This is an optimization exercise on Yosys and OpenROAD, whose aim is small area, not a production implementation. The RTL was checked by simulation tests, not by an equivalence proof against the original design. No activity file was given, so power comes from the tool's default toggle rates.

// TopModule
module TopModule(
    input clk,
    input rst_n,
    input wire [3:0] sample_rate,
    input [3:0] data_in,
    input coeff_write,
    input [7:0] coeff_in,
    input [6:0] coeff_addr,
    input wire new_symbol,
    output wire [11:0] data_out,
    output reg data_out_valid
);
Size in the first run: about 1,300 flip-flops, roughly 40 I/O pins, about 86,000 um2 of cells after synthesis.
Settings: LEC_CHECK=0, CAP_MARGIN=20, CORE_MARGIN=2, CORE_UTILIZATION=60, CTS_BUF_LIST=sky130_fd_sc_hd__clkbuf_16, CTS_CLUSTER_DIAMETER=70, CTS_CLUSTER_SIZE=30, SLEW_MARGIN=20, SYNTH_HIERARCHICAL=1; clock period 6.0 ns.
run.sh (not shown) runs the stock make flow with config.mk's settings and CLKGATE_MAP_FILE= SYNTH_SCRIPT=/design/flow/synth_recipe.tcl, a recipe that flattens the netlist after the stock synthesis.
The baseline finished clean.
==> next run, changes <==
Settings changed: CORE_UTILIZATION 60 to 40, CTS_BUF_LIST sky130_fd_sc_hd__clkbuf_16 to default, CTS_CLUSTER_DIAMETER 70 to default, CTS_CLUSTER_SIZE 30 to default.
Global-route usage drops by 14 points.
Worst setup slack gets worse by 0.11 ns.
Wire length went up by 11%.
Power rose by 14%.
Final cell count rises by 14%.
Area after synthesis does not change.
==> next run, changes <==
Settings changed: CORE_UTILIZATION 40 to 60, CTS_BUF_LIST from default to sky130_fd_sc_hd__clkbuf_16, CTS_CLUSTER_DIAMETER from default to 80, CTS_CLUSTER_SIZE from default to 26.
Result: The changed run finished clean; first-iteration DRC count grows by 21%; fmax grows by 2.9%; design area shrinks by 4.6%; synthesized cell count stays the same; die area shrinks by 33%; count of clock-buffer cells in the layout shrinks by 116; cell count shrinks by 13%; worst setup slack is better by 0.16 ns; total power shrinks by 16%.
==> next run, changes <==
Settings changed: CAP_MARGIN 20 to 10, GPL_TIMING_DRIVEN from default to 0, SLEW_MARGIN 20 to 10.
After rerunning: With this change the flow finished but failed the layout checks on setup timing; final area came out higher slightly; sequential power is about the same; sequential share of layout area went down by 0.31 points; critical path depth came out higher by 1; synthesized cell count is unchanged.

========
== green ==
Starting RTL as in the previous note.
make LEC_CHECK=0 CAP_MARGIN=20 CORE_MARGIN=2 CORE_UTILIZATION=70 CTS_BUF_LIST=sky130_fd_sc_hd__clkbuf_16 CTS_CLUSTER_DIAMETER=80 CTS_CLUSTER_SIZE=26 PLACE_DENSITY=0.75 SLEW_MARGIN=20 SYNTH_HIERARCHICAL=1 finish   # period 6.0 ns
green reached the final stage; the timing, DRC and antenna checks on its layout passed.
Edits applied to the flow inputs when going from green to red:
# green
export LEC_CHECK = 0
export CAP_MARGIN = 20
export CORE_MARGIN = 2
export CORE_UTILIZATION = 70
export CTS_BUF_LIST = sky130_fd_sc_hd__clkbuf_16
export CTS_CLUSTER_DIAMETER = 80
export CTS_CLUSTER_SIZE = 26
export PLACE_DENSITY = 0.75
export SLEW_MARGIN = 20
export SYNTH_HIERARCHICAL = 1
create_clock -name core_clock -period 6.0 [get_ports {clk}]
# red
export LEC_CHECK = 0
export CAP_MARGIN = 20
export CORE_MARGIN = 2
export CORE_UTILIZATION = 70
export CTS_BUF_LIST = sky130_fd_sc_hd__clkbuf_16
export CTS_CLUSTER_DIAMETER = 80
export CTS_CLUSTER_SIZE = 26
export SLEW_MARGIN = 20
export SYNTH_HIERARCHICAL = 1
create_clock -name core_clock -period 6.0 [get_ports {clk}]
## What came out
- red and green ended up with roughly the same final-layout clock-cell area share.
- red against green: clock group share of total power increased 0.2 points, area added between synthesis and finish increased 0.30 points, part of the cycle the worst path needs decreased 4.9 points, count of non-CTS buffers in the layout increased 18%.
- The total power in red sits about 0.35% above the value recorded for green.
- Reported for green and red, sequential cell count turned out identical to the last digit.
- Comparing green against red, there is no change at all in area after synthesis.
- red finished end to end and its layout was clean on timing, DRC and antenna.
- red against green: via count went down, final cell count did not really move.

========
TopModule again, from the RTL that the note above started with.
make LEC_CHECK=0 CAP_MARGIN=20 CORE_MARGIN=2 CORE_UTILIZATION=75 CTS_BUF_LIST=sky130_fd_sc_hd__clkbuf_16 CTS_CLUSTER_DIAMETER=90 CTS_CLUSTER_SIZE=28 PLACE_DENSITY=0.75 SLEW_MARGIN=20 SYNTH_HIERARCHICAL=1 finish   # period 6.0 ns
Then changed:
--- a/flow/config.mk
+++ b/flow/config.mk
@@ -10,5 +10,4 @@
-export CORE_UTILIZATION = 75
-export CTS_BUF_LIST = sky130_fd_sc_hd__clkbuf_16
-export CTS_CLUSTER_DIAMETER = 90
-export CTS_CLUSTER_SIZE = 28
-export PLACE_DENSITY = 0.75
+export CORE_UTILIZATION = 65
+export CTS_BUF_LIST = sky130_fd_sc_hd__clkbuf_8
+export CTS_CLUSTER_DIAMETER = 50
+export CTS_CLUSTER_SIZE = 16
After rerunning: The changed run produced a clean layout; clock power increases by about 26%; fmax decreases by about 1.5%; utilization decreases by 9.1 points; register-to-register slack gets worse by 90 ps; global-route usage decreases by 8.8 points; total power increases by about 8%; die area increases by 15%; synthesized area stays the same.

========
TopModule again, from the RTL that the note above started with.
Settings: LEC_CHECK=0, CAP_MARGIN=20, CORE_MARGIN=2, CORE_UTILIZATION=65, CTS_BUF_LIST=sky130_fd_sc_hd__clkbuf_8 sky130_fd_sc_hd__clkbuf_16, CTS_CLUSTER_DIAMETER=60, CTS_CLUSTER_SIZE=20, SLEW_MARGIN=20, SYNTH_HIERARCHICAL=1; clock period 6.0 ns.
The baseline completed without violations.
Edit:
CORE_UTILIZATION = 70   (was 65)
CTS_BUF_LIST = sky130_fd_sc_hd__clkbuf_16   (was sky130_fd_sc_hd__clkbuf_8 sky130_fd_sc_hd__clkbuf_16)
CTS_CLUSTER_DIAMETER = 90   (was 60)
CTS_CLUSTER_SIZE = 30   (was 20)
PLACE_DENSITY = 0.8   (was unset)
=> Register-to-register slack improves by 0.02 ns; clock-buffer cell count drops by 53; sequential share of layout area climbs by 0.89 points; worst hold slack improves by 0.029 ns.
Edit:
CTS_CLUSTER_SIZE = 28   (was 30)
PLACE_DENSITY = 0.75   (was 0.8)
Die area stays the same.
Clock power fell by about 4%.
Worst setup slack is worse by 0.13 ns.
Design area stays flat.
Total power fell by 1.1%.
Maximum frequency fell by 2.2%.
Register-to-register slack is worse by 0.13 ns.

what the ideal ports hide:
How much do the figures lean on ideal ports? The routed layouts below were timed once more, with nothing changed but the port constraints.
Step 1, drivers: a clkbuf_16 drives clk and a buf_2 each remaining input, both assumed.
Step 2 adds t to the input delays and takes it off the output delays; t is the mean of the earliest and latest rising clock arrival at the registers after step 1. Input paths then give back, and output paths get back, about the clock's delay inside the block.
Slacks: ideal ports / drivers / drivers and shift; pairs: ideal ports / drivers.
| run | t (ns) | slack for setup (ns) | hold slack, ns | worst setup path after step 2 | worst register clock-pin slew, ns |
|---|---|---|---|---|---|
| the first run of note 1 | 0.845 | 0.312 / 0.312 / 0.312 | 0.291 / 0.291 / 0.291 | register to register | 0.12 / 0.12 |
| the second run of note 1 | 0.950 | 0.201 / 0.201 / 0.201 | 0.278 / 0.278 / 0.278 | register to register | 0.08 / 0.08 |
| the third run of note 1 | 0.847 | 0.363 / 0.363 / 0.363 | 0.283 / 0.283 / 0.283 | register to register | 0.11 / 0.11 |
| the fourth run of note 1 | 0.840 | -0.107 / -0.107 / -0.107 | 0.283 / 0.283 / 0.283 | register to register | 0.11 / 0.11 |
| green | 0.825 | 0.118 / 0.118 / 0.118 | 0.314 / 0.314 / 0.314 | register to register | 0.11 / 0.11 |
| red | 0.839 | 0.411 / 0.411 / 0.411 | 0.325 / 0.325 / 0.325 | register to register | 0.11 / 0.11 |
| the first run of note 3 | 0.873 | 0.372 / 0.372 / 0.372 | 0.317 / 0.317 / 0.317 | register to register | 0.12 / 0.12 |
| the second run of note 3 | 0.996 | 0.284 / 0.284 / 0.284 | 0.302 / 0.302 / 0.302 | register to register | 0.10 / 0.10 |
| the first run of note 4 | 0.875 | 0.288 / 0.288 / 0.288 | 0.286 / 0.286 / 0.286 | register to register | 0.09 / 0.09 |
| the second run of note 4 | 0.844 | 0.309 / 0.309 / 0.309 | 0.314 / 0.314 / 0.314 | register to register | 0.12 / 0.12 |
| the third run of note 4 | 0.835 | 0.179 / 0.179 / 0.179 | 0.301 / 0.301 / 0.301 | register to register | 0.12 / 0.12 |
